This is an optimization exercise on Yosys and OpenROAD, whose aim is small area and a short achievable clock period, not a production implementation. No run shown here included a check of the RTL's function; only the layout flow was run. Power figures rest on the tool's default switching activity, not on a simulated workload.

==> flow/design.v (outline; a module is shown in full before it is edited, if it fits) <==
// module abs_difference: 8 lines
// module SAD_4x8: 1277 lines
// module sad_x3: 3 lines
// module sad_mj: 3 lines
// module sad_fa: 4 lines
// module sad_ha: 4 lines
// module control: 28 lines
// module top_level: 165 lines
module top_level
#(parameter WIDTH = 8)
(
	input clk, rst, init, finish, ack,
	input [WIDTH-1:0]
		ori_0,
		ori_1,
		ori_2,
		ori_3,
		ori_4,
		ori_5,
		ori_6,
		ori_7,
		ori_8,
		ori_9,
		ori_10,
		ori_11,
		ori_12,
		ori_13,
		ori_14,
		ori_15,
		ori_16,
		ori_17,
		ori_18,
		ori_19,
		ori_20,
		ori_21,
		ori_22,
		ori_23,
		ori_24,
		ori_25,
		ori_26,
		ori_27,
		ori_28,
		ori_29,
		ori_30,
		ori_31,
		can_0,
		can_1,
		can_2,
		can_3,
		can_4,
		can_5,
		can_6,
		can_7,
		can_8,
		can_9,
		can_10,
		can_11,
		can_12,
		can_13,
		can_14,
		can_15,
		can_16,
		can_17,
		can_18,
		can_19,
		can_20,
		can_21,
		can_22,
		can_23,
		can_24,
		can_25,
		can_26,
		can_27,
		can_28,
		can_29,
		can_30,
		can_31,
	output done,
	output [WIDTH+4:0] out_sad
	);
  // ...
==> flow/flow/run.sh <==
#!/bin/bash
# The standard layout, except that the port buffers are buf_1 cells
# (buffer_ports otherwise picks the slow, large clkdlybuf4s50_1). repair_design
# and repair_timing still resize them as they do any buffer.
set -euo pipefail
export BUFFER_PORTS_ARGS="-buffer_cell sky130_fd_sc_hd__buf_1"
bash standard.sh finish > standard.log 2>&1
==> flow/standard.sh <==
#!/bin/bash
# synth_recipe.tcl (not shown) runs the flow's synth.tcl, then flattens the netlist and writes it again
# the make line also repeats each setting of config.mk as NAME=value (left out here)
make -C /OpenROAD-flow-scripts/flow DESIGN_CONFIG=/design/flow/config.mk WORK_HOME=/design/flow/orfs CLKGATE_MAP_FILE= SYNTH_SCRIPT=/design/flow/synth_recipe.tcl "${@:-finish}"
==> flow/config.mk <==
export PLATFORM = sky130hd
export DESIGN_NAME = top_level
export DESIGN_NICKNAME = top_level
export VERILOG_FILES = /design/flow/design.v
export SDC_FILE = /design/flow/constraint.sdc
export NUM_CORES = 4
export LEC_CHECK = 0
export ABC_AREA = 0
export CAP_MARGIN = 20
export CORE_MARGIN = 2
export CORE_UTILIZATION = 40
export SLEW_MARGIN = 20
export SYNTH_HIERARCHICAL = 1
export SYNTH_MINIMUM_KEEP_SIZE = 0
==> flow/constraint.sdc <==
create_clock -name core_clock -period 5.8 [get_ports {clk}]
set_input_delay 1.1600 -clock core_clock [delete_from_list [all_inputs] [get_ports {clk}]]
set_output_delay 1.1600 -clock core_clock [all_outputs]
set_load 0.01 [all_outputs]
==> out/metrics.yaml, run 1 <==
synthesis:
  yosys.area.top_type: "dfxtp_1"
  synth_area_mm2: 0.02894
  yosysMostFrequentCell: "inv_1"
  ys_top_cells_by_area: "dfxtp_1 17%, xor3_1 14%, ha_1 12%, fa_1 8.6%, xnor2_1 8.3%"
  synth-async-reset-ratio: 0.01205
routing:
  firstDrtPassIters: 7
  avgRoutedWirePerCell_um: 17.35
  drtAntennaViolNets: 0
  met2_length_mm: 38.29
floorplanning:
  initial_core_util: 0.4041
  die_h_um: 273.0
  core.rowCount: 98
  taps: 950
power:
  p_sw_frac: 0.3510
  clock_power_w: 0.00197
  p_total_w: 0.02946
  combinationalPower_w: 0.0238
  power_frac_comb: 0.809
clock_tree:
  cts-buffers-inserted: 29
  clkTransAtPathRegs_ns: 0.06
sta:
  period_share: 0.5713
  fin_ws_ns: 2.487
  fmax_ghz: 0.3018
  tns_ns: 0
placement:
  dp.cells: 4358
  io_buffers: 530
  hpwl_mm: 67.61
  gp_congestion: 0.8879
  dpl_worst_slack_ns: 1.948
finish:
  fin_nets: 4364
  regArea_mm2: 0.005000
  antennaDiodeCount: 0
setup_path:
  slowest_stage: "fa_1"
  r2r_slack_ns: 2.84
  cp.depth: 12
  crit_end: "b_SAD_4x8.ra[30]$_DFF_P_"
  critPathLaunchType: "input pin"
flow_run:
  cap_violations: 0
status:
  status: "complete, no violations"
grt:
  grt_use_met1: 0.2650
  met3_usage: 0.01757
  met2_usage: 0.3644
==> run 2, diff against run 1 <==
--- a/flow/design.v
+++ b/flow/design.v
@@ -264,17 +264,17 @@
 	wire [7:0] y_31 = t_31[7:0] ^ {8{~c_31}};
 	wire d0_31 = ori_31[0] ^ can_31[0];
 	wire p1_31 = c_31 & t_31[0];
 	wire d1_31 = y_31[1] ^ p1_31;
 	wire p2_31 = p1_31 & t_31[1];
 	wire d2_31 = y_31[2] ^ p2_31;
 	wire p3_31 = p2_31 & t_31[2];
 	reg [195:0] ra;
-	reg [34:0] rb;
+	reg [44:0] rb;
 	wire s1;
 	wire c2;
 	wire s3;
 	wire c4;
 	wire s5;
 	wire c6;
 	wire s7;
 	wire c8;
@@ -824,109 +824,201 @@
 	wire c552;
 	wire s553;
 	wire c554;
 	wire s555;
 	wire c556;
 	always @(posedge clk)
 		ra <= {c184, c182, c180, c178, c176, c174, c172, c170, c168, c166, s183, s181, s179, s177, s175, s173, s171, s169, s167, s165, c164, c162, c160, c158, c156, c154, c152, c150, c148, c146, y_31[7], y_30[7], s163, s161, s159, s157, s155, s153, s151, s149, s147, s145, c144, c142, c140, c138, c136, c134, c132, c130, c128, c126, y_31[6], y_30[6], s143, s141, s139, s137, s135, s133, s131, s129, s127, s125, c124, c122, c120, c118, c116, c114, c112, c110, c108, c106, y_31[5], y_30[5], s123, s121, s119, s117, s115, s113, s111, s109, s107, s105, c104, c102, c100, c98, c96, c94, c92, c90, c88, c86, c84, c82, c80, y_31[4], y_30[4], s103, s101, s99, s97, s95, s93, s91, s89, s87, s85, s83, s81, s79, c78, c76, c74, c72, c70, c68, c66, c64, c62, c60, c58, c56, c54, p3_31, s77, s75, s73, s71, s69, s67, s65, s63, s61, s59, s57, s55, s53, c52, c50, c48, c46, c44, c42, c40, c38, c36, c34, c32, c30, c28, d2_31, s51, s49, s47, s45, s43, s41, s39, s37, s35, s33, s31, s29, s27, c26, c24, c22, c20, c18, c16, c14, c12, c10, c8, c6, c4, c2, d1_31, s25, s23, s21, s19, s17, s15, s13, s11, s9, s7, s5, s3, s1, d0_31};
 	always @(posedge clk)
-		rb <= {c532, c510, s531, c530, s509, s529, c528, s507, s527, c526, s503, s525, c524, s499, s523, c522, s495, s521, c520, s491, s519, c518, s487, s517, c516, s483, s515, c514, s479, s513, c512, s475, s511, s471, s415};
-	sad_fa u_s1 (.a(y_0[0]), .b(c_0), .c(y_1[0]), .s(s1), .co(c2));
-	sad_fa u_s3 (.a(c_1), .b(y_2[0]), .c(c_2), .s(s3), .co(c4));
-	sad_fa u_s5 (.a(y_3[0]), .b(c_3), .c(y_4[0]), .s(s5), .co(c6));
-	sad_fa u_s7 (.a(c_4), .b(y_5[0]), .c(c_5), .s(s7), .co(c8));
-	sad_fa u_s9 (.a(y_6[0]), .b(c_6), .c(y_7[0]), .s(s9), .co(c10));
-	sad_fa u_s11 (.a(c_7), .b(d0_8), .c(d0_9), .s(s11), .co(c12));
-	sad_fa u_s13 (.a(d0_10), .b(d0_11), .c(d0_12), .s(s13), .co(c14));
-	sad_fa u_s15 (.a(d0_13), .b(d0_14), .c(d0_15), .s(s15), .co(c16));
-	sad_fa u_s17 (.a(d0_16), .b(d0_17), .c(d0_18), .s(s17), .co(c18));
-	sad_fa u_s19 (.a(d0_19), .b(d0_20), .c(d0_21), .s(s19), .co(c20));
-	sad_fa u_s21 (.a(d0_22), .b(d0_23), .c(d0_24), .s(s21), .co(c22));
-	sad_fa u_s23 (.a(d0_25), .b(d0_26), .c(d0_27), .s(s23), .co(c24));
-	sad_fa u_s25 (.a(d0_28), .b(d0_29), .c(d0_30), .s(s25), .co(c26));
-	sad_fa u_s27 (.a(y_0[1]), .b(y_1[1]), .c(y_2[1]), .s(s27), .co(c28));
-	sad_fa u_s29 (.a(y_3[1]), .b(y_4[1]), .c(y_5[1]), .s(s29), .co(c30));
-	sad_fa u_s31 (.a(y_6[1]), .b(y_7[1]), .c(y_8[1]), .s(s31), .co(c32));
-	sad_fa u_s33 (.a(p1_8), .b(y_9[1]), .c(p1_9), .s(s33), .co(c34));
-	sad_fa u_s35 (.a(y_10[1]), .b(p1_10), .c(y_11[1]), .s(s35), .co(c36));
-	sad_fa u_s37 (.a(p1_11), .b(y_12[1]), .c(p1_12), .s(s37), .co(c38));
-	sad_fa u_s39 (.a(y_13[1]), .b(p1_13), .c(y_14[1]), .s(s39), .co(c40));
-	sad_fa u_s41 (.a(p1_14), .b(y_15[1]), .c(p1_15), .s(s41), .co(c42));
-	sad_fa u_s43 (.a(d1_16), .b(d1_17), .c(d1_18), .s(s43), .co(c44));
-	sad_fa u_s45 (.a(d1_19), .b(d1_20), .c(d1_21), .s(s45), .co(c46));
-	sad_fa u_s47 (.a(d1_22), .b(d1_23), .c(d1_24), .s(s47), .co(c48));
-	sad_fa u_s49 (.a(d1_25), .b(d1_26), .c(d1_27), .s(s49), .co(c50));
-	sad_fa u_s51 (.a(d1_28), .b(d1_29), .c(d1_30), .s(s51), .co(c52));
-	sad_fa u_s53 (.a(y_0[2]), .b(y_1[2]), .c(y_2[2]), .s(s53), .co(c54));
-	sad_fa u_s55 (.a(y_3[2]), .b(y_4[2]), .c(y_5[2]), .s(s55), .co(c56));
-	sad_fa u_s57 (.a(y_6[2]), .b(y_7[2]), .c(y_8[2]), .s(s57), .co(c58));
-	sad_fa u_s59 (.a(y_9[2]), .b(y_10[2]), .c(y_11[2]), .s(s59), .co(c60));
-	sad_fa u_s61 (.a(y_12[2]), .b(y_13[2]), .c(y_14[2]), .s(s61), .co(c62));
-	sad_fa u_s63 (.a(y_15[2]), .b(y_16[2]), .c(p2_16), .s(s63), .co(c64));
-	sad_fa u_s65 (.a(y_17[2]), .b(p2_17), .c(y_18[2]), .s(s65), .co(c66));
-	sad_fa u_s67 (.a(p2_18), .b(y_19[2]), .c(p2_19), .s(s67), .co(c68));
-	sad_fa u_s69 (.a(y_20[2]), .b(p2_20), .c(y_21[2]), .s(s69), .co(c70));
-	sad_fa u_s71 (.a(p2_21), .b(y_22[2]), .c(p2_22), .s(s71), .co(c72));
-	sad_fa u_s73 (.a(y_23[2]), .b(p2_23), .c(d2_24), .s(s73), .co(c74));
-	sad_fa u_s75 (.a(d2_25), .b(d2_26), .c(d2_27), .s(s75), .co(c76));
-	sad_fa u_s77 (.a(d2_28), .b(d2_29), .c(d2_30), .s(s77), .co(c78));
-	sad_fa u_s79 (.a(y_0[3]), .b(y_1[3]), .c(y_2[3]), .s(s79), .co(c80));
-	sad_fa u_s81 (.a(y_3[3]), .b(y_4[3]), .c(y_5[3]), .s(s81), .co(c82));
-	sad_fa u_s83 (.a(y_6[3]), .b(y_7[3]), .c(y_8[3]), .s(s83), .co(c84));
-	sad_fa u_s85 (.a(y_9[3]), .b(y_10[3]), .c(y_11[3]), .s(s85), .co(c86));
-	sad_fa u_s87 (.a(y_12[3]), .b(y_13[3]), .c(y_14[3]), .s(s87), .co(c88));
-	sad_fa u_s89 (.a(y_15[3]), .b(y_16[3]), .c(y_17[3]), .s(s89), .co(c90));
-	sad_fa u_s91 (.a(y_18[3]), .b(y_19[3]), .c(y_20[3]), .s(s91), .co(c92));
-	sad_fa u_s93 (.a(y_21[3]), .b(y_22[3]), .c(y_23[3]), .s(s93), .co(c94));
-	sad_fa u_s95 (.a(y_24[3]), .b(p3_24), .c(y_25[3]), .s(s95), .co(c96));
-	sad_fa u_s97 (.a(p3_25), .b(y_26[3]), .c(p3_26), .s(s97), .co(c98));
-	sad_fa u_s99 (.a(y_27[3]), .b(p3_27), .c(y_28[3]), .s(s99), .co(c100));
-	sad_fa u_s101 (.a(p3_28), .b(y_29[3]), .c(p3_29), .s(s101), .co(c102));
-	sad_fa u_s103 (.a(y_30[3]), .b(p3_30), .c(y_31[3]), .s(s103), .co(c104));
-	sad_fa u_s105 (.a(y_0[4]), .b(y_1[4]), .c(y_2[4]), .s(s105), .co(c106));
-	sad_fa u_s107 (.a(y_3[4]), .b(y_4[4]), .c(y_5[4]), .s(s107), .co(c108));
-	sad_fa u_s109 (.a(y_6[4]), .b(y_7[4]), .c(y_8[4]), .s(s109), .co(c110));
-	sad_fa u_s111 (.a(y_9[4]), .b(y_10[4]), .c(y_11[4]), .s(s111), .co(c112));
-	sad_fa u_s113 (.a(y_12[4]), .b(y_13[4]), .c(y_14[4]), .s(s113), .co(c114));
-	sad_fa u_s115 (.a(y_15[4]), .b(y_16[4]), .c(y_17[4]), .s(s115), .co(c116));
-	sad_fa u_s117 (.a(y_18[4]), .b(y_19[4]), .c(y_20[4]), .s(s117), .co(c118));
-	sad_fa u_s119 (.a(y_21[4]), .b(y_22[4]), .c(y_23[4]), .s(s119), .co(c120));
-	sad_fa u_s121 (.a(y_24[4]), .b(y_25[4]), .c(y_26[4]), .s(s121), .co(c122));
-	sad_fa u_s123 (.a(y_27[4]), .b(y_28[4]), .c(y_29[4]), .s(s123), .co(c124));
-	sad_fa u_s125 (.a(y_0[5]), .b(y_1[5]), .c(y_2[5]), .s(s125), .co(c126));
-	sad_fa u_s127 (.a(y_3[5]), .b(y_4[5]), .c(y_5[5]), .s(s127), .co(c128));
-	sad_fa u_s129 (.a(y_6[5]), .b(y_7[5]), .c(y_8[5]), .s(s129), .co(c130));
-	sad_fa u_s131 (.a(y_9[5]), .b(y_10[5]), .c(y_11[5]), .s(s131), .co(c132));
-	sad_fa u_s133 (.a(y_12[5]), .b(y_13[5]), .c(y_14[5]), .s(s133), .co(c134));
-	sad_fa u_s135 (.a(y_15[5]), .b(y_16[5]), .c(y_17[5]), .s(s135), .co(c136));
-	sad_fa u_s137 (.a(y_18[5]), .b(y_19[5]), .c(y_20[5]), .s(s137), .co(c138));
-	sad_fa u_s139 (.a(y_21[5]), .b(y_22[5]), .c(y_23[5]), .s(s139), .co(c140));
-	sad_fa u_s141 (.a(y_24[5]), .b(y_25[5]), .c(y_26[5]), .s(s141), .co(c142));
-	sad_fa u_s143 (.a(y_27[5]), .b(y_28[5]), .c(y_29[5]), .s(s143), .co(c144));
-	sad_fa u_s145 (.a(y_0[6]), .b(y_1[6]), .c(y_2[6]), .s(s145), .co(c146));
-	sad_fa u_s147 (.a(y_3[6]), .b(y_4[6]), .c(y_5[6]), .s(s147), .co(c148));
-	sad_fa u_s149 (.a(y_6[6]), .b(y_7[6]), .c(y_8[6]), .s(s149), .co(c150));
-	sad_fa u_s151 (.a(y_9[6]), .b(y_10[6]), .c(y_11[6]), .s(s151), .co(c152));
-	sad_fa u_s153 (.a(y_12[6]), .b(y_13[6]), .c(y_14[6]), .s(s153), .co(c154));
-	sad_fa u_s155 (.a(y_15[6]), .b(y_16[6]), .c(y_17[6]), .s(s155), .co(c156));
-	sad_fa u_s157 (.a(y_18[6]), .b(y_19[6]), .c(y_20[6]), .s(s157), .co(c158));
-	sad_fa u_s159 (.a(y_21[6]), .b(y_22[6]), .c(y_23[6]), .s(s159), .co(c160));
-	sad_fa u_s161 (.a(y_24[6]), .b(y_25[6]), .c(y_26[6]), .s(s161), .co(c162));
-	sad_fa u_s163 (.a(y_27[6]), .b(y_28[6]), .c(y_29[6]), .s(s163), .co(c164));
-	sad_fa u_s165 (.a(y_0[7]), .b(y_1[7]), .c(y_2[7]), .s(s165), .co(c166));
-	sad_fa u_s167 (.a(y_3[7]), .b(y_4[7]), .c(y_5[7]), .s(s167), .co(c168));
-	sad_fa u_s169 (.a(y_6[7]), .b(y_7[7]), .c(y_8[7]), .s(s169), .co(c170));
-	sad_fa u_s171 (.a(y_9[7]), .b(y_10[7]), .c(y_11[7]), .s(s171), .co(c172));
-	sad_fa u_s173 (.a(y_12[7]), .b(y_13[7]), .c(y_14[7]), .s(s173), .co(c174));
-	sad_fa u_s175 (.a(y_15[7]), .b(y_16[7]), .c(y_17[7]), .s(s175), .co(c176));
-	sad_fa u_s177 (.a(y_18[7]), .b(y_19[7]), .c(y_20[7]), .s(s177), .co(c178));
-	sad_fa u_s179 (.a(y_21[7]), .b(y_22[7]), .c(y_23[7]), .s(s179), .co(c180));
-	sad_fa u_s181 (.a(y_24[7]), .b(y_25[7]), .c(y_26[7]), .s(s181), .co(c182));
-	sad_fa u_s183 (.a(y_27[7]), .b(y_28[7]), .c(y_29[7]), .s(s183), .co(c184));
+		rb <= {c510, s509, c508, c506, c470, s507, s505, c504, c502, s503, s501, c500, c498, s499, s497, c496, c494, s495, s493, c492, c490, s491, s489, c488, c486, s487, s485, c484, c482, s483, s481, c480, c478, s479, s477, c476, c474, s475, s473, c472, s421, s471, s415, s413, s349};
+	sad_x3 u_s1 (.a(y_0[0]), .b(c_0), .c(y_1[0]), .s(s1));
+	sad_mj u_c2 (.a(y_0[0]), .b(c_0), .c(y_1[0]), .co(c2));
+	sad_x3 u_s3 (.a(c_1), .b(y_2[0]), .c(c_2), .s(s3));
+	sad_mj u_c4 (.a(c_1), .b(y_2[0]), .c(c_2), .co(c4));
+	sad_x3 u_s5 (.a(y_3[0]), .b(c_3), .c(y_4[0]), .s(s5));
+	sad_mj u_c6 (.a(y_3[0]), .b(c_3), .c(y_4[0]), .co(c6));
+	sad_x3 u_s7 (.a(c_4), .b(y_5[0]), .c(c_5), .s(s7));
+	sad_mj u_c8 (.a(c_4), .b(y_5[0]), .c(c_5), .co(c8));
+	sad_x3 u_s9 (.a(y_6[0]), .b(c_6), .c(y_7[0]), .s(s9));
+	sad_mj u_c10 (.a(y_6[0]), .b(c_6), .c(y_7[0]), .co(c10));
+	sad_x3 u_s11 (.a(c_7), .b(d0_8), .c(d0_9), .s(s11));
+	sad_mj u_c12 (.a(c_7), .b(d0_8), .c(d0_9), .co(c12));
+	sad_x3 u_s13 (.a(d0_10), .b(d0_11), .c(d0_12), .s(s13));
+	sad_mj u_c14 (.a(d0_10), .b(d0_11), .c(d0_12), .co(c14));
+	sad_x3 u_s15 (.a(d0_13), .b(d0_14), .c(d0_15), .s(s15));
+	sad_mj u_c16 (.a(d0_13), .b(d0_14), .c(d0_15), .co(c16));
+	sad_x3 u_s17 (.a(d0_16), .b(d0_17), .c(d0_18), .s(s17));
+	sad_mj u_c18 (.a(d0_16), .b(d0_17), .c(d0_18), .co(c18));
+	sad_x3 u_s19 (.a(d0_19), .b(d0_20), .c(d0_21), .s(s19));
+	sad_mj u_c20 (.a(d0_19), .b(d0_20), .c(d0_21), .co(c20));
+	sad_x3 u_s21 (.a(d0_22), .b(d0_23), .c(d0_24), .s(s21));
+	sad_mj u_c22 (.a(d0_22), .b(d0_23), .c(d0_24), .co(c22));
+	sad_x3 u_s23 (.a(d0_25), .b(d0_26), .c(d0_27), .s(s23));
+	sad_mj u_c24 (.a(d0_25), .b(d0_26), .c(d0_27), .co(c24));
+	sad_x3 u_s25 (.a(d0_28), .b(d0_29), .c(d0_30), .s(s25));
+	sad_mj u_c26 (.a(d0_28), .b(d0_29), .c(d0_30), .co(c26));
+	sad_x3 u_s27 (.a(y_0[1]), .b(y_1[1]), .c(y_2[1]), .s(s27));
+	sad_mj u_c28 (.a(y_0[1]), .b(y_1[1]), .c(y_2[1]), .co(c28));
+	sad_x3 u_s29 (.a(y_3[1]), .b(y_4[1]), .c(y_5[1]), .s(s29));
+	sad_mj u_c30 (.a(y_3[1]), .b(y_4[1]), .c(y_5[1]), .co(c30));
+	sad_x3 u_s31 (.a(y_6[1]), .b(y_7[1]), .c(y_8[1]), .s(s31));
+	sad_mj u_c32 (.a(y_6[1]), .b(y_7[1]), .c(y_8[1]), .co(c32));
+	sad_x3 u_s33 (.a(p1_8), .b(y_9[1]), .c(p1_9), .s(s33));
+	sad_mj u_c34 (.a(p1_8), .b(y_9[1]), .c(p1_9), .co(c34));
+	sad_x3 u_s35 (.a(y_10[1]), .b(p1_10), .c(y_11[1]), .s(s35));
+	sad_mj u_c36 (.a(y_10[1]), .b(p1_10), .c(y_11[1]), .co(c36));
+	sad_x3 u_s37 (.a(p1_11), .b(y_12[1]), .c(p1_12), .s(s37));
+	sad_mj u_c38 (.a(p1_11), .b(y_12[1]), .c(p1_12), .co(c38));
+	sad_x3 u_s39 (.a(y_13[1]), .b(p1_13), .c(y_14[1]), .s(s39));
+	sad_mj u_c40 (.a(y_13[1]), .b(p1_13), .c(y_14[1]), .co(c40));
+	sad_x3 u_s41 (.a(p1_14), .b(y_15[1]), .c(p1_15), .s(s41));
+	sad_mj u_c42 (.a(p1_14), .b(y_15[1]), .c(p1_15), .co(c42));
+	sad_x3 u_s43 (.a(d1_16), .b(d1_17), .c(d1_18), .s(s43));
+	sad_mj u_c44 (.a(d1_16), .b(d1_17), .c(d1_18), .co(c44));
+	sad_x3 u_s45 (.a(d1_19), .b(d1_20), .c(d1_21), .s(s45));
+	sad_mj u_c46 (.a(d1_19), .b(d1_20), .c(d1_21), .co(c46));
+	sad_x3 u_s47 (.a(d1_22), .b(d1_23), .c(d1_24), .s(s47));
+	sad_mj u_c48 (.a(d1_22), .b(d1_23), .c(d1_24), .co(c48));
+	sad_x3 u_s49 (.a(d1_25), .b(d1_26), .c(d1_27), .s(s49));
+	sad_mj u_c50 (.a(d1_25), .b(d1_26), .c(d1_27), .co(c50));
+	sad_x3 u_s51 (.a(d1_28), .b(d1_29), .c(d1_30), .s(s51));
+	sad_mj u_c52 (.a(d1_28), .b(d1_29), .c(d1_30), .co(c52));
+	sad_x3 u_s53 (.a(y_0[2]), .b(y_1[2]), .c(y_2[2]), .s(s53));
+	sad_mj u_c54 (.a(y_0[2]), .b(y_1[2]), .c(y_2[2]), .co(c54));
+	sad_x3 u_s55 (.a(y_3[2]), .b(y_4[2]), .c(y_5[2]), .s(s55));
+	sad_mj u_c56 (.a(y_3[2]), .b(y_4[2]), .c(y_5[2]), .co(c56));
+	sad_x3 u_s57 (.a(y_6[2]), .b(y_7[2]), .c(y_8[2]), .s(s57));
+	sad_mj u_c58 (.a(y_6[2]), .b(y_7[2]), .c(y_8[2]), .co(c58));
+	sad_x3 u_s59 (.a(y_9[2]), .b(y_10[2]), .c(y_11[2]), .s(s59));
+	sad_mj u_c60 (.a(y_9[2]), .b(y_10[2]), .c(y_11[2]), .co(c60));
+	sad_x3 u_s61 (.a(y_12[2]), .b(y_13[2]), .c(y_14[2]), .s(s61));
+	sad_mj u_c62 (.a(y_12[2]), .b(y_13[2]), .c(y_14[2]), .co(c62));
+	sad_x3 u_s63 (.a(y_15[2]), .b(y_16[2]), .c(p2_16), .s(s63));
+	sad_mj u_c64 (.a(y_15[2]), .b(y_16[2]), .c(p2_16), .co(c64));
+	sad_x3 u_s65 (.a(y_17[2]), .b(p2_17), .c(y_18[2]), .s(s65));
+	sad_mj u_c66 (.a(y_17[2]), .b(p2_17), .c(y_18[2]), .co(c66));
+	sad_x3 u_s67 (.a(p2_18), .b(y_19[2]), .c(p2_19), .s(s67));
+	sad_mj u_c68 (.a(p2_18), .b(y_19[2]), .c(p2_19), .co(c68));
+	sad_x3 u_s69 (.a(y_20[2]), .b(p2_20), .c(y_21[2]), .s(s69));
+	sad_mj u_c70 (.a(y_20[2]), .b(p2_20), .c(y_21[2]), .co(c70));
+	sad_x3 u_s71 (.a(p2_21), .b(y_22[2]), .c(p2_22), .s(s71));
+	sad_mj u_c72 (.a(p2_21), .b(y_22[2]), .c(p2_22), .co(c72));
+	sad_x3 u_s73 (.a(y_23[2]), .b(p2_23), .c(d2_24), .s(s73));
+	sad_mj u_c74 (.a(y_23[2]), .b(p2_23), .c(d2_24), .co(c74));
+	sad_x3 u_s75 (.a(d2_25), .b(d2_26), .c(d2_27), .s(s75));
+	sad_mj u_c76 (.a(d2_25), .b(d2_26), .c(d2_27), .co(c76));
+	sad_x3 u_s77 (.a(d2_28), .b(d2_29), .c(d2_30), .s(s77));
+	sad_mj u_c78 (.a(d2_28), .b(d2_29), .c(d2_30), .co(c78));
+	sad_x3 u_s79 (.a(y_0[3]), .b(y_1[3]), .c(y_2[3]), .s(s79));
+	sad_mj u_c80 (.a(y_0[3]), .b(y_1[3]), .c(y_2[3]), .co(c80));
+	sad_x3 u_s81 (.a(y_3[3]), .b(y_4[3]), .c(y_5[3]), .s(s81));
+	sad_mj u_c82 (.a(y_3[3]), .b(y_4[3]), .c(y_5[3]), .co(c82));
+	sad_x3 u_s83 (.a(y_6[3]), .b(y_7[3]), .c(y_8[3]), .s(s83));
+	sad_mj u_c84 (.a(y_6[3]), .b(y_7[3]), .c(y_8[3]), .co(c84));
+	sad_x3 u_s85 (.a(y_9[3]), .b(y_10[3]), .c(y_11[3]), .s(s85));
+	sad_mj u_c86 (.a(y_9[3]), .b(y_10[3]), .c(y_11[3]), .co(c86));
+	sad_x3 u_s87 (.a(y_12[3]), .b(y_13[3]), .c(y_14[3]), .s(s87));
+	sad_mj u_c88 (.a(y_12[3]), .b(y_13[3]), .c(y_14[3]), .co(c88));
+	sad_x3 u_s89 (.a(y_15[3]), .b(y_16[3]), .c(y_17[3]), .s(s89));
+	sad_mj u_c90 (.a(y_15[3]), .b(y_16[3]), .c(y_17[3]), .co(c90));
+	sad_x3 u_s91 (.a(y_18[3]), .b(y_19[3]), .c(y_20[3]), .s(s91));
+	sad_mj u_c92 (.a(y_18[3]), .b(y_19[3]), .c(y_20[3]), .co(c92));
+	sad_x3 u_s93 (.a(y_21[3]), .b(y_22[3]), .c(y_23[3]), .s(s93));
+	sad_mj u_c94 (.a(y_21[3]), .b(y_22[3]), .c(y_23[3]), .co(c94));
+	sad_x3 u_s95 (.a(y_24[3]), .b(p3_24), .c(y_25[3]), .s(s95));
+	sad_mj u_c96 (.a(y_24[3]), .b(p3_24), .c(y_25[3]), .co(c96));
+	sad_x3 u_s97 (.a(p3_25), .b(y_26[3]), .c(p3_26), .s(s97));
+	sad_mj u_c98 (.a(p3_25), .b(y_26[3]), .c(p3_26), .co(c98));
+	sad_x3 u_s99 (.a(y_27[3]), .b(p3_27), .c(y_28[3]), .s(s99));
+	sad_mj u_c100 (.a(y_27[3]), .b(p3_27), .c(y_28[3]), .co(c100));
+	sad_x3 u_s101 (.a(p3_28), .b(y_29[3]), .c(p3_29), .s(s101));
+	sad_mj u_c102 (.a(p3_28), .b(y_29[3]), .c(p3_29), .co(c102));
+	sad_x3 u_s103 (.a(y_30[3]), .b(p3_30), .c(y_31[3]), .s(s103));
+	sad_mj u_c104 (.a(y_30[3]), .b(p3_30), .c(y_31[3]), .co(c104));
+	sad_x3 u_s105 (.a(y_0[4]), .b(y_1[4]), .c(y_2[4]), .s(s105));
+	sad_mj u_c106 (.a(y_0[4]), .b(y_1[4]), .c(y_2[4]), .co(c106));
+	sad_x3 u_s107 (.a(y_3[4]), .b(y_4[4]), .c(y_5[4]), .s(s107));
+	sad_mj u_c108 (.a(y_3[4]), .b(y_4[4]), .c(y_5[4]), .co(c108));
+	sad_x3 u_s109 (.a(y_6[4]), .b(y_7[4]), .c(y_8[4]), .s(s109));
+	sad_mj u_c110 (.a(y_6[4]), .b(y_7[4]), .c(y_8[4]), .co(c110));
+	sad_x3 u_s111 (.a(y_9[4]), .b(y_10[4]), .c(y_11[4]), .s(s111));
+	sad_mj u_c112 (.a(y_9[4]), .b(y_10[4]), .c(y_11[4]), .co(c112));
+	sad_x3 u_s113 (.a(y_12[4]), .b(y_13[4]), .c(y_14[4]), .s(s113));
+	sad_mj u_c114 (.a(y_12[4]), .b(y_13[4]), .c(y_14[4]), .co(c114));
+	sad_x3 u_s115 (.a(y_15[4]), .b(y_16[4]), .c(y_17[4]), .s(s115));
+	sad_mj u_c116 (.a(y_15[4]), .b(y_16[4]), .c(y_17[4]), .co(c116));
+	sad_x3 u_s117 (.a(y_18[4]), .b(y_19[4]), .c(y_20[4]), .s(s117));
+	sad_mj u_c118 (.a(y_18[4]), .b(y_19[4]), .c(y_20[4]), .co(c118));
+	sad_x3 u_s119 (.a(y_21[4]), .b(y_22[4]), .c(y_23[4]), .s(s119));
+	sad_mj u_c120 (.a(y_21[4]), .b(y_22[4]), .c(y_23[4]), .co(c120));
+	sad_x3 u_s121 (.a(y_24[4]), .b(y_25[4]), .c(y_26[4]), .s(s121));
+	sad_mj u_c122 (.a(y_24[4]), .b(y_25[4]), .c(y_26[4]), .co(c122));
+	sad_x3 u_s123 (.a(y_27[4]), .b(y_28[4]), .c(y_29[4]), .s(s123));
+	sad_mj u_c124 (.a(y_27[4]), .b(y_28[4]), .c(y_29[4]), .co(c124));
+	sad_x3 u_s125 (.a(y_0[5]), .b(y_1[5]), .c(y_2[5]), .s(s125));
+	sad_mj u_c126 (.a(y_0[5]), .b(y_1[5]), .c(y_2[5]), .co(c126));
+	sad_x3 u_s127 (.a(y_3[5]), .b(y_4[5]), .c(y_5[5]), .s(s127));
+	sad_mj u_c128 (.a(y_3[5]), .b(y_4[5]), .c(y_5[5]), .co(c128));
+	sad_x3 u_s129 (.a(y_6[5]), .b(y_7[5]), .c(y_8[5]), .s(s129));
+	sad_mj u_c130 (.a(y_6[5]), .b(y_7[5]), .c(y_8[5]), .co(c130));
+	sad_x3 u_s131 (.a(y_9[5]), .b(y_10[5]), .c(y_11[5]), .s(s131));
+	sad_mj u_c132 (.a(y_9[5]), .b(y_10[5]), .c(y_11[5]), .co(c132));
+	sad_x3 u_s133 (.a(y_12[5]), .b(y_13[5]), .c(y_14[5]), .s(s133));
+	sad_mj u_c134 (.a(y_12[5]), .b(y_13[5]), .c(y_14[5]), .co(c134));
+	sad_x3 u_s135 (.a(y_15[5]), .b(y_16[5]), .c(y_17[5]), .s(s135));
+	sad_mj u_c136 (.a(y_15[5]), .b(y_16[5]), .c(y_17[5]), .co(c136));
+	sad_x3 u_s137 (.a(y_18[5]), .b(y_19[5]), .c(y_20[5]), .s(s137));
+	sad_mj u_c138 (.a(y_18[5]), .b(y_19[5]), .c(y_20[5]), .co(c138));
+	sad_x3 u_s139 (.a(y_21[5]), .b(y_22[5]), .c(y_23[5]), .s(s139));
+	sad_mj u_c140 (.a(y_21[5]), .b(y_22[5]), .c(y_23[5]), .co(c140));
+	sad_x3 u_s141 (.a(y_24[5]), .b(y_25[5]), .c(y_26[5]), .s(s141));
+	sad_mj u_c142 (.a(y_24[5]), .b(y_25[5]), .c(y_26[5]), .co(c142));
+	sad_x3 u_s143 (.a(y_27[5]), .b(y_28[5]), .c(y_29[5]), .s(s143));
+	sad_mj u_c144 (.a(y_27[5]), .b(y_28[5]), .c(y_29[5]), .co(c144));
+	sad_x3 u_s145 (.a(y_0[6]), .b(y_1[6]), .c(y_2[6]), .s(s145));
+	sad_mj u_c146 (.a(y_0[6]), .b(y_1[6]), .c(y_2[6]), .co(c146));
+	sad_x3 u_s147 (.a(y_3[6]), .b(y_4[6]), .c(y_5[6]), .s(s147));
+	sad_mj u_c148 (.a(y_3[6]), .b(y_4[6]), .c(y_5[6]), .co(c148));
+	sad_x3 u_s149 (.a(y_6[6]), .b(y_7[6]), .c(y_8[6]), .s(s149));
+	sad_mj u_c150 (.a(y_6[6]), .b(y_7[6]), .c(y_8[6]), .co(c150));
+	sad_x3 u_s151 (.a(y_9[6]), .b(y_10[6]), .c(y_11[6]), .s(s151));
+	sad_mj u_c152 (.a(y_9[6]), .b(y_10[6]), .c(y_11[6]), .co(c152));
+	sad_x3 u_s153 (.a(y_12[6]), .b(y_13[6]), .c(y_14[6]), .s(s153));
+	sad_mj u_c154 (.a(y_12[6]), .b(y_13[6]), .c(y_14[6]), .co(c154));
+	sad_x3 u_s155 (.a(y_15[6]), .b(y_16[6]), .c(y_17[6]), .s(s155));
+	sad_mj u_c156 (.a(y_15[6]), .b(y_16[6]), .c(y_17[6]), .co(c156));
+	sad_x3 u_s157 (.a(y_18[6]), .b(y_19[6]), .c(y_20[6]), .s(s157));
+	sad_mj u_c158 (.a(y_18[6]), .b(y_19[6]), .c(y_20[6]), .co(c158));
+	sad_x3 u_s159 (.a(y_21[6]), .b(y_22[6]), .c(y_23[6]), .s(s159));
+	sad_mj u_c160 (.a(y_21[6]), .b(y_22[6]), .c(y_23[6]), .co(c160));
+	sad_x3 u_s161 (.a(y_24[6]), .b(y_25[6]), .c(y_26[6]), .s(s161));
+	sad_mj u_c162 (.a(y_24[6]), .b(y_25[6]), .c(y_26[6]), .co(c162));
+	sad_x3 u_s163 (.a(y_27[6]), .b(y_28[6]), .c(y_29[6]), .s(s163));
+	sad_mj u_c164 (.a(y_27[6]), .b(y_28[6]), .c(y_29[6]), .co(c164));
+	sad_x3 u_s165 (.a(y_0[7]), .b(y_1[7]), .c(y_2[7]), .s(s165));
+	sad_mj u_c166 (.a(y_0[7]), .b(y_1[7]), .c(y_2[7]), .co(c166));
+	sad_x3 u_s167 (.a(y_3[7]), .b(y_4[7]), .c(y_5[7]), .s(s167));
+	sad_mj u_c168 (.a(y_3[7]), .b(y_4[7]), .c(y_5[7]), .co(c168));
+	sad_x3 u_s169 (.a(y_6[7]), .b(y_7[7]), .c(y_8[7]), .s(s169));
+	sad_mj u_c170 (.a(y_6[7]), .b(y_7[7]), .c(y_8[7]), .co(c170));
+	sad_x3 u_s171 (.a(y_9[7]), .b(y_10[7]), .c(y_11[7]), .s(s171));
+	sad_mj u_c172 (.a(y_9[7]), .b(y_10[7]), .c(y_11[7]), .co(c172));
+	sad_x3 u_s173 (.a(y_12[7]), .b(y_13[7]), .c(y_14[7]), .s(s173));
+	sad_mj u_c174 (.a(y_12[7]), .b(y_13[7]), .c(y_14[7]), .co(c174));
+	sad_x3 u_s175 (.a(y_15[7]), .b(y_16[7]), .c(y_17[7]), .s(s175));
+	sad_mj u_c176 (.a(y_15[7]), .b(y_16[7]), .c(y_17[7]), .co(c176));
+	sad_x3 u_s177 (.a(y_18[7]), .b(y_19[7]), .c(y_20[7]), .s(s177));
+	sad_mj u_c178 (.a(y_18[7]), .b(y_19[7]), .c(y_20[7]), .co(c178));
+	sad_x3 u_s179 (.a(y_21[7]), .b(y_22[7]), .c(y_23[7]), .s(s179));
+	sad_mj u_c180 (.a(y_21[7]), .b(y_22[7]), .c(y_23[7]), .co(c180));
+	sad_x3 u_s181 (.a(y_24[7]), .b(y_25[7]), .c(y_26[7]), .s(s181));
+	sad_mj u_c182 (.a(y_24[7]), .b(y_25[7]), .c(y_26[7]), .co(c182));
+	sad_x3 u_s183 (.a(y_27[7]), .b(y_28[7]), .c(y_29[7]), .s(s183));
+	sad_mj u_c184 (.a(y_27[7]), .b(y_28[7]), .c(y_29[7]), .co(c184));
 	sad_x3 u_s185 (.a(ra[14]), .b(ra[15]), .c(ra[16]), .s(s185));
 	sad_mj u_c186 (.a(ra[14]), .b(ra[15]), .c(ra[16]), .co(c186));
 	sad_x3 u_s187 (.a(ra[17]), .b(ra[18]), .c(ra[19]), .s(s187));
 	sad_mj u_c188 (.a(ra[17]), .b(ra[18]), .c(ra[19]), .co(c188));
 	sad_x3 u_s189 (.a(ra[20]), .b(ra[21]), .c(ra[22]), .s(s189));
 	sad_mj u_c190 (.a(ra[20]), .b(ra[21]), .c(ra[22]), .co(c190));
 	sad_x3 u_s191 (.a(ra[23]), .b(ra[24]), .c(ra[25]), .s(s191));
 	sad_mj u_c192 (.a(ra[23]), .b(ra[24]), .c(ra[25]), .co(c192));
@@ -1231,60 +1323,60 @@
 	sad_mj u_c502 (.a(c454), .b(c456), .c(c458), .co(c502));
 	sad_x3 u_s503 (.a(s459), .b(s461), .c(s463), .s(s503));
 	sad_mj u_c504 (.a(s459), .b(s461), .c(s463), .co(c504));
 	sad_x3 u_s505 (.a(c460), .b(c462), .c(c464), .s(s505));
 	sad_mj u_c506 (.a(c460), .b(c462), .c(c464), .co(c506));
 	sad_x3 u_s507 (.a(s465), .b(s467), .c(s469), .s(s507));
 	sad_mj u_c508 (.a(s465), .b(s467), .c(s469), .co(c508));
 	sad_ha u_s509 (.a(c466), .b(c468), .s(s509), .co(c510));
-	sad_ha u_s511 (.a(s349), .b(s413), .s(s511), .co(c512));
-	sad_x3 u_s513 (.a(s421), .b(c472), .c(s473), .s(s513));
-	sad_mj u_c514 (.a(s421), .b(c472), .c(s473), .co(c514));
-	sad_x3 u_s515 (.a(c474), .b(c476), .c(s477), .s(s515));
-	sad_mj u_c516 (.a(c474), .b(c476), .c(s477), .co(c516));
-	sad_x3 u_s517 (.a(c478), .b(c480), .c(s481), .s(s517));
-	sad_mj u_c518 (.a(c478), .b(c480), .c(s481), .co(c518));
-	sad_x3 u_s519 (.a(c482), .b(c484), .c(s485), .s(s519));
-	sad_mj u_c520 (.a(c482), .b(c484), .c(s485), .co(c520));
-	sad_x3 u_s521 (.a(c486), .b(c488), .c(s489), .s(s521));
-	sad_mj u_c522 (.a(c486), .b(c488), .c(s489), .co(c522));
-	sad_x3 u_s523 (.a(c490), .b(c492), .c(s493), .s(s523));
-	sad_mj u_c524 (.a(c490), .b(c492), .c(s493), .co(c524));
-	sad_x3 u_s525 (.a(c494), .b(c496), .c(s497), .s(s525));
-	sad_mj u_c526 (.a(c494), .b(c496), .c(s497), .co(c526));
-	sad_x3 u_s527 (.a(c498), .b(c500), .c(s501), .s(s527));
-	sad_mj u_c528 (.a(c498), .b(c500), .c(s501), .co(c528));
-	sad_x3 u_s529 (.a(c502), .b(c504), .c(s505), .s(s529));
-	sad_mj u_c530 (.a(c502), .b(c504), .c(s505), .co(c530));
-	sad_x3 u_s531 (.a(c470), .b(c506), .c(c508), .s(s531));
-	sad_mj u_c532 (.a(c470), .b(c506), .c(c508), .co(c532));
-	sad_ha u_s533 (.a(rb[0]), .b(rb[1]), .s(s533), .co(c534));
-	sad_x3 u_s535 (.a(rb[3]), .b(rb[4]), .c(rb[5]), .s(s535));
-	sad_mj u_c536 (.a(rb[3]), .b(rb[4]), .c(rb[5]), .co(c536));
-	sad_x3 u_s537 (.a(rb[6]), .b(rb[7]), .c(rb[8]), .s(s537));
-	sad_mj u_c538 (.a(rb[6]), .b(rb[7]), .c(rb[8]), .co(c538));
-	sad_x3 u_s539 (.a(rb[9]), .b(rb[10]), .c(rb[11]), .s(s539));
-	sad_mj u_c540 (.a(rb[9]), .b(rb[10]), .c(rb[11]), .co(c540));
-	sad_x3 u_s541 (.a(rb[12]), .b(rb[13]), .c(rb[14]), .s(s541));
-	sad_mj u_c542 (.a(rb[12]), .b(rb[13]), .c(rb[14]), .co(c542));
-	sad_x3 u_s543 (.a(rb[15]), .b(rb[16]), .c(rb[17]), .s(s543));
-	sad_mj u_c544 (.a(rb[15]), .b(rb[16]), .c(rb[17]), .co(c544));
-	sad_x3 u_s545 (.a(rb[18]), .b(rb[19]), .c(rb[20]), .s(s545));
-	sad_mj u_c546 (.a(rb[18]), .b(rb[19]), .c(rb[20]), .co(c546));
-	sad_x3 u_s547 (.a(rb[21]), .b(rb[22]), .c(rb[23]), .s(s547));
-	sad_mj u_c548 (.a(rb[21]), .b(rb[22]), .c(rb[23]), .co(c548));
-	sad_x3 u_s549 (.a(rb[24]), .b(rb[25]), .c(rb[26]), .s(s549));
-	sad_mj u_c550 (.a(rb[24]), .b(rb[25]), .c(rb[26]), .co(c550));
-	sad_x3 u_s551 (.a(rb[27]), .b(rb[28]), .c(rb[29]), .s(s551));
-	sad_mj u_c552 (.a(rb[27]), .b(rb[28]), .c(rb[29]), .co(c552));
-	sad_x3 u_s553 (.a(rb[30]), .b(rb[31]), .c(rb[32]), .s(s553));
-	sad_mj u_c554 (.a(rb[30]), .b(rb[31]), .c(rb[32]), .co(c554));
-	sad_ha u_s555 (.a(rb[33]), .b(rb[34]), .s(s555), .co(c556));
-	wire [12:0] op_a = {c556, c554, c552, c550, c548, c546, c544, c542, c540, c538, c536, c534, rb[2]};
+	sad_ha u_s511 (.a(rb[0]), .b(rb[1]), .s(s511), .co(c512));
+	sad_x3 u_s513 (.a(rb[4]), .b(rb[5]), .c(rb[6]), .s(s513));
+	sad_mj u_c514 (.a(rb[4]), .b(rb[5]), .c(rb[6]), .co(c514));
+	sad_x3 u_s515 (.a(rb[8]), .b(rb[9]), .c(rb[10]), .s(s515));
+	sad_mj u_c516 (.a(rb[8]), .b(rb[9]), .c(rb[10]), .co(c516));
+	sad_x3 u_s517 (.a(rb[12]), .b(rb[13]), .c(rb[14]), .s(s517));
+	sad_mj u_c518 (.a(rb[12]), .b(rb[13]), .c(rb[14]), .co(c518));
+	sad_x3 u_s519 (.a(rb[16]), .b(rb[17]), .c(rb[18]), .s(s519));
+	sad_mj u_c520 (.a(rb[16]), .b(rb[17]), .c(rb[18]), .co(c520));
+	sad_x3 u_s521 (.a(rb[20]), .b(rb[21]), .c(rb[22]), .s(s521));
+	sad_mj u_c522 (.a(rb[20]), .b(rb[21]), .c(rb[22]), .co(c522));
+	sad_x3 u_s523 (.a(rb[24]), .b(rb[25]), .c(rb[26]), .s(s523));
+	sad_mj u_c524 (.a(rb[24]), .b(rb[25]), .c(rb[26]), .co(c524));
+	sad_x3 u_s525 (.a(rb[28]), .b(rb[29]), .c(rb[30]), .s(s525));
+	sad_mj u_c526 (.a(rb[28]), .b(rb[29]), .c(rb[30]), .co(c526));
+	sad_x3 u_s527 (.a(rb[32]), .b(rb[33]), .c(rb[34]), .s(s527));
+	sad_mj u_c528 (.a(rb[32]), .b(rb[33]), .c(rb[34]), .co(c528));
+	sad_x3 u_s529 (.a(rb[36]), .b(rb[37]), .c(rb[38]), .s(s529));
+	sad_mj u_c530 (.a(rb[36]), .b(rb[37]), .c(rb[38]), .co(c530));
+	sad_x3 u_s531 (.a(rb[40]), .b(rb[41]), .c(rb[42]), .s(s531));
+	sad_mj u_c532 (.a(rb[40]), .b(rb[41]), .c(rb[42]), .co(c532));
+	sad_ha u_s533 (.a(rb[2]), .b(rb[3]), .s(s533), .co(c534));
+	sad_x3 u_s535 (.a(rb[7]), .b(c512), .c(s513), .s(s535));
+	sad_mj u_c536 (.a(rb[7]), .b(c512), .c(s513), .co(c536));
+	sad_x3 u_s537 (.a(rb[11]), .b(c514), .c(s515), .s(s537));
+	sad_mj u_c538 (.a(rb[11]), .b(c514), .c(s515), .co(c538));
+	sad_x3 u_s539 (.a(rb[15]), .b(c516), .c(s517), .s(s539));
+	sad_mj u_c540 (.a(rb[15]), .b(c516), .c(s517), .co(c540));
+	sad_x3 u_s541 (.a(rb[19]), .b(c518), .c(s519), .s(s541));
+	sad_mj u_c542 (.a(rb[19]), .b(c518), .c(s519), .co(c542));
+	sad_x3 u_s543 (.a(rb[23]), .b(c520), .c(s521), .s(s543));
+	sad_mj u_c544 (.a(rb[23]), .b(c520), .c(s521), .co(c544));
+	sad_x3 u_s545 (.a(rb[27]), .b(c522), .c(s523), .s(s545));
+	sad_mj u_c546 (.a(rb[27]), .b(c522), .c(s523), .co(c546));
+	sad_x3 u_s547 (.a(rb[31]), .b(c524), .c(s525), .s(s547));
+	sad_mj u_c548 (.a(rb[31]), .b(c524), .c(s525), .co(c548));
+	sad_x3 u_s549 (.a(rb[35]), .b(c526), .c(s527), .s(s549));
+	sad_mj u_c550 (.a(rb[35]), .b(c526), .c(s527), .co(c550));
+	sad_x3 u_s551 (.a(rb[39]), .b(c528), .c(s529), .s(s551));
+	sad_mj u_c552 (.a(rb[39]), .b(c528), .c(s529), .co(c552));
+	sad_x3 u_s553 (.a(rb[43]), .b(c530), .c(s531), .s(s553));
+	sad_mj u_c554 (.a(rb[43]), .b(c530), .c(s531), .co(c554));
+	sad_ha u_s555 (.a(rb[44]), .b(c532), .s(s555), .co(c556));
+	wire [12:0] op_a = {c556, c554, c552, c550, c548, c546, c544, c542, c540, c538, c536, c534, s511};
 	wire [12:0] op_b = {1'b0, s555, s553, s551, s549, s547, s545, s543, s541, s539, s537, s535, s533};
 	assign sum_out = op_a + op_b;
 endmodule
 module sad_x3(input a, b, c, output s);
 	assign s = a ^ b ^ c;
 endmodule
 module sad_mj(input a, b, c, output co);
 	assign co = (a & b) | (a & c) | (b & c);
==> flow/config.mk (replaced) <==
export PLATFORM = sky130hd
export DESIGN_NAME = top_level
export DESIGN_NICKNAME = top_level
export VERILOG_FILES = /design/flow/design.v
export SDC_FILE = /design/flow/constraint.sdc
export NUM_CORES = 4
export LEC_CHECK = 0
export ABC_AREA = 1
export CAP_MARGIN = 20
export CORE_MARGIN = 2
export CORE_UTILIZATION = 40
export SLEW_MARGIN = 20
export SYNTH_HIERARCHICAL = 1
export SYNTH_MINIMUM_KEEP_SIZE = 0
==> out/metrics.yaml, run 2 <==
sta:
  rsz0062_at_grt: "false"
  setup_viol: 0
  slew_headroom: 0.3887
  skew_ns: 0.02884
  tns_ns: 0  # unchanged
  fmax_ghz: 0.3427  # +14%
  whs_ns: 0.4347
  hold_viol: 0
  tightest_slew_ns: 0.9138
  min_period_ns: 2.918
  drv_slew: 0
  period_share: 0.5032  # -0.06809
floorplanning:
  die_h_um: 313.3  # +15%
  core.rowCount: 113  # +15%
  core_area_mm2: 0.09487
  die_x_um: 313.3
  ioPinCount: 531
  dieArea_mm2: 0.09818
  initial_core_util: 0.4035  # -0.0006786
power:
  power.leakage_nw: 28.01
  p_clk_frac: 0.100
  power_density_mw_per_mm2: 540.1
  p_sw_w: 0.01322
  p_int_w: 0.01002
  irDropWorstVdd_mv: 0.3625
  p_seq_frac: 0.156
  p_sw_frac: 0.5688  # +0.2179
  p_total_w: 0.02325  # -21%
  power_frac_comb: 0.744  # -0.065
setup_path:
  worstRegToRegCells: 16
  critical_path.top_delay_family: "XOR/XNOR gates"
  rr_endpoint: "total[8]$_SDFFE_PP0P_"
  reg2reg_from: "b_SAD_4x8.rb[4]$_DFF_P_"
  path_class: "input pin to register"
  required_ns: 6.24
  path_cells: "buf_1, inv_1, ha_1, inv_1, fa_1, inv_1, nand3_1, nand2_1, nand2_1, nand2_2, xor2_1, inv_1, nand2_1, nand2_1"
  r2r_slack_ns: 3.37  # +0.53 ns
  cp-end-kind: "register"
  worst-path-buf-inv: 5
  slowest_stage: "xor2_1"
  arrival_ns: 3.36
  critPathMaxStageDelay_ns: 0.75
  crit_fanout: 10
  critPathLaunchType: "input pin"
grt:
  grt_pass1_vias: 36207
  overflow: 0
  antenna_found_initial: 7
  grt_max_degree: 16
  grt_pass1_wl_mm: 173.4
  globalRouteTotalUtil: 0.2158
synthesis:
  ys_top_cells_by_area: "nand2_1 34%, inv_1 16%, dfxtp_1 13%, ha_1 9.3%, nand3_1 7.4%"
  syn_area_per_cell_um2: 5.347
  synth_top_area_share: 0.3407
  yosysMostFrequentCell: "nand2_1"
  synth_top_cells_by_count: "3474 x nand2_1, 1650 x inv_1, 564 x nand3_1"
  yosys.area.top_type: "nand2_1"
  synth_ff_type: "dfxtp_1"
  synth_seq_cells: 259
  synth_edf_count: 0
  synthCells: 7159
  synth_nets: 7992
  synth.distinct_cells: 31
  synth_area_mm2: 0.03828  # +32%
  synth-async-reset-ratio: 0.01158  # -0.0004652
  synth_warnings: 9
  ys_seq_area_frac: 0.1359
finish:
  syn2layout_area_growth_pct: 12.44
  final_common_cell: "nand2_1"
  antennaDiodeCount: 0  # unchanged
  fin_nets: 8557  # +96%
  largest_reg_flops: 196
  regArea_mm2: 0.005200  # +4.0%
  nFillCells: 10303
  top_register: "b_SAD_4x8.ra"
  reg.largest.list: "b_SAD_4x8.ra x196, b_SAD_4x8.rb x45, total x13"
  drive_gt1_frac: 0.05498
  multi_input_comb_area_mm2: 0.02678
  most-common-layout-cells: "3474 x nand2_1, 1650 x inv_1, 564 x nand3_1"
clock_tree:
  cts_tree: "done"
  holdBufCountCts: 0
  clock_latency_ns: 0.57
  cts_num_sinks: 259
  clk_path_buf_depth: 3
  ctsResizeCount: 0
  cts_setup_buffers: 0
  h-tree-depth: 2
  root_buffer: "clkbuf_16"
  clkTransAtPathRegs_ns: 0.06  # about the same
  cts-buffers-inserted: 37  # +28%
routing:
  drcViolationCount: 0
  vias: 40632
  firstDrtPassIters: 5  # -2
  route.final.wire_length_mm: 106.4
  drtAntennaViolNets: 0  # unchanged
  avgRoutedWirePerCell_um: 11.80  # -32%
  drtIter0Drc: 1926
  via_per_inst: 4.508
placement:
  io_buffers: 530  # unchanged
  gp_congestion: 0.8805  # -0.83%
  hpwl_mm: 94.29  # +39%
hold_path:
  hold_path.class: "input pin to asynchronous set/reset pin"
status:
  status: "complete, no violations"
flow_run:
  cap_violations: 0  # unchanged
[run 2: kinds of logic (layout without fill, tap and decap cells)]
| kind of cell | Yosys count | count (layout) | synth area share |
|---|---|---|---|
| simple gates | 4626 | 4626 | 0.5317 |
| flops | 259 | 259 | 0.1359 |
| fa+ha+maj | 316 | 316 | 0.1098 |
| buf+inv | 1671 | 2260 | 0.1645 |
| compound gates | 112 | 112 | 0.01821 |
| xor+xnor | 175 | 175 | 0.04004 |
[run 2: final cells by class]
cell class                      instances  area share
Multi-Input combinational cell       5229      0.6223
Clock inverter                         12    0.004390
Timing Repair Buffer                  530     0.04622
Clock buffer                           51     0.02416
Sequential cell                       259      0.1208
Tap cell                             1265     0.03677
Inverter                             1667      0.1454
[run 2: per-layer routing]
layer | up-vias | GRT usage | wire length, um
li1 | 22398 | - | -
met1 | 17594 | 0.2807 | 50840
met2 | 537 | 0.3884 | 50290
met3 | 101 | 0.01649 | 3189
met4 | 2 | 0.04567 | 2064
met5 | - | 0 | 12
[run 2: modules after synthesis, one instance, submodules excluded]
| module | copies in the design | cells |
|---|---|---|
| top_level | 1 | 59 |
| SAD_4x8 | 1 | 3650 |
| sad_mj | 263 | 4 |
| sad_x3 | 263 | 9 |
| control | 1 | 16 |
| sad_ha | 15 | 1 |
[run 2: worst max-delay path by stage]
| stage | start | end | slack [ns] | depth (start not counted) |
|---|---|---|---|---|
| floorplan | can_25[0] | b_SAD_4x8.ra[91]$_DFF_P_ | 2.92 | 16 |
| global placement | can_31[0] | b_SAD_4x8.ra[94]$_DFF_P_ | 2.26 | 14 |
| detailed placement | can_31[0] | b_SAD_4x8.ra[94]$_DFF_P_ | 2.30 | 14 |
| CTS | can_31[0] | b_SAD_4x8.ra[94]$_DFF_P_ | 2.90 | 14 |
| global route | can_31[0] | b_SAD_4x8.ra[94]$_DFF_P_ | 2.71 | 14 |
| finish | can_31[0] | b_SAD_4x8.ra[94]$_DFF_P_ | 2.88 | 14 |
[run 2: through the flow]
stage | area, um2 | instances | setup slack (ns) | utilization
after floorplan | 38280 | 7159 | 2.924 | -
after detailed placement | 41810 | 8950 | 2.304 | 0.4407
after CTS | 43040 | 9013 | 2.904 | 0.4537
after global placement | 41810 | 8950 | 2.262 | 0.4407
after global routing | 43040 | 9013 | 2.708 | 0.4537
final | 43040 | 9013 | 2.882 | 0.4537
[run 2: power by group through the flow]
stage / clock network, W / logic, W / registers, W
detailed placement: 0 / 0.0174 / 0.00364
global route: 0.00247 / 0.0202 / 0.00374
global placement: 0 / 0.0169 / 0.00363
floorplan: 0 / 0.0135 / 0.00326
finish: 0.00233 / 0.0173 / 0.00362
CTS: 0.00239 / 0.0174 / 0.00361
[run 2: worst register-to-register path, cell delays in order (launching register included)]
cell and delay (ns):
dfxtp_1 0.38, inv_1 0.05, nand2_1 0.07, nand2_1 0.05, nand2_1 0.05, nand2_1 0.09
nand2_1 0.09, nand3_2 0.08, ha_1 0.37, nand2_1 0.11, nor2_1 0.05, nor2_1 0.25
nor2_1 0.07, nor2_1 0.16, xnor2_1 0.19, nand3_1 0.14, a21oi_1 0.16

[separate check: timing with driven ports]
Ports are ideal in the flow. The routed layouts listed here were re-timed in OpenROAD.
Step 1 assumes that a clkbuf_16 drives the clock port and a buf_2 every other input.
Step 2 also shifts input and output timing later by t, the mid clock arrival at the registers, as if the neighbouring blocks saw the same clock.
a / b / c = no drivers / after step 1 / after step 2; a / b = the first two.
| run | t (ns) | setup WS [ns] | hold slack, ns | latest minus earliest clock arrival (ns) |
|---|---|---|---|---|
| run 1 | 0.619 | 2.487 / 2.532 / 1.914 | 0.437 / 0.396 / 0.458 | 0.011 / 0.011 |
| run 2 | 0.613 | 2.882 / 2.922 / 2.309 | 0.435 / 0.396 / 0.464 | 0.031 / 0.032 |
After both steps setup and hold are still met in every run listed.
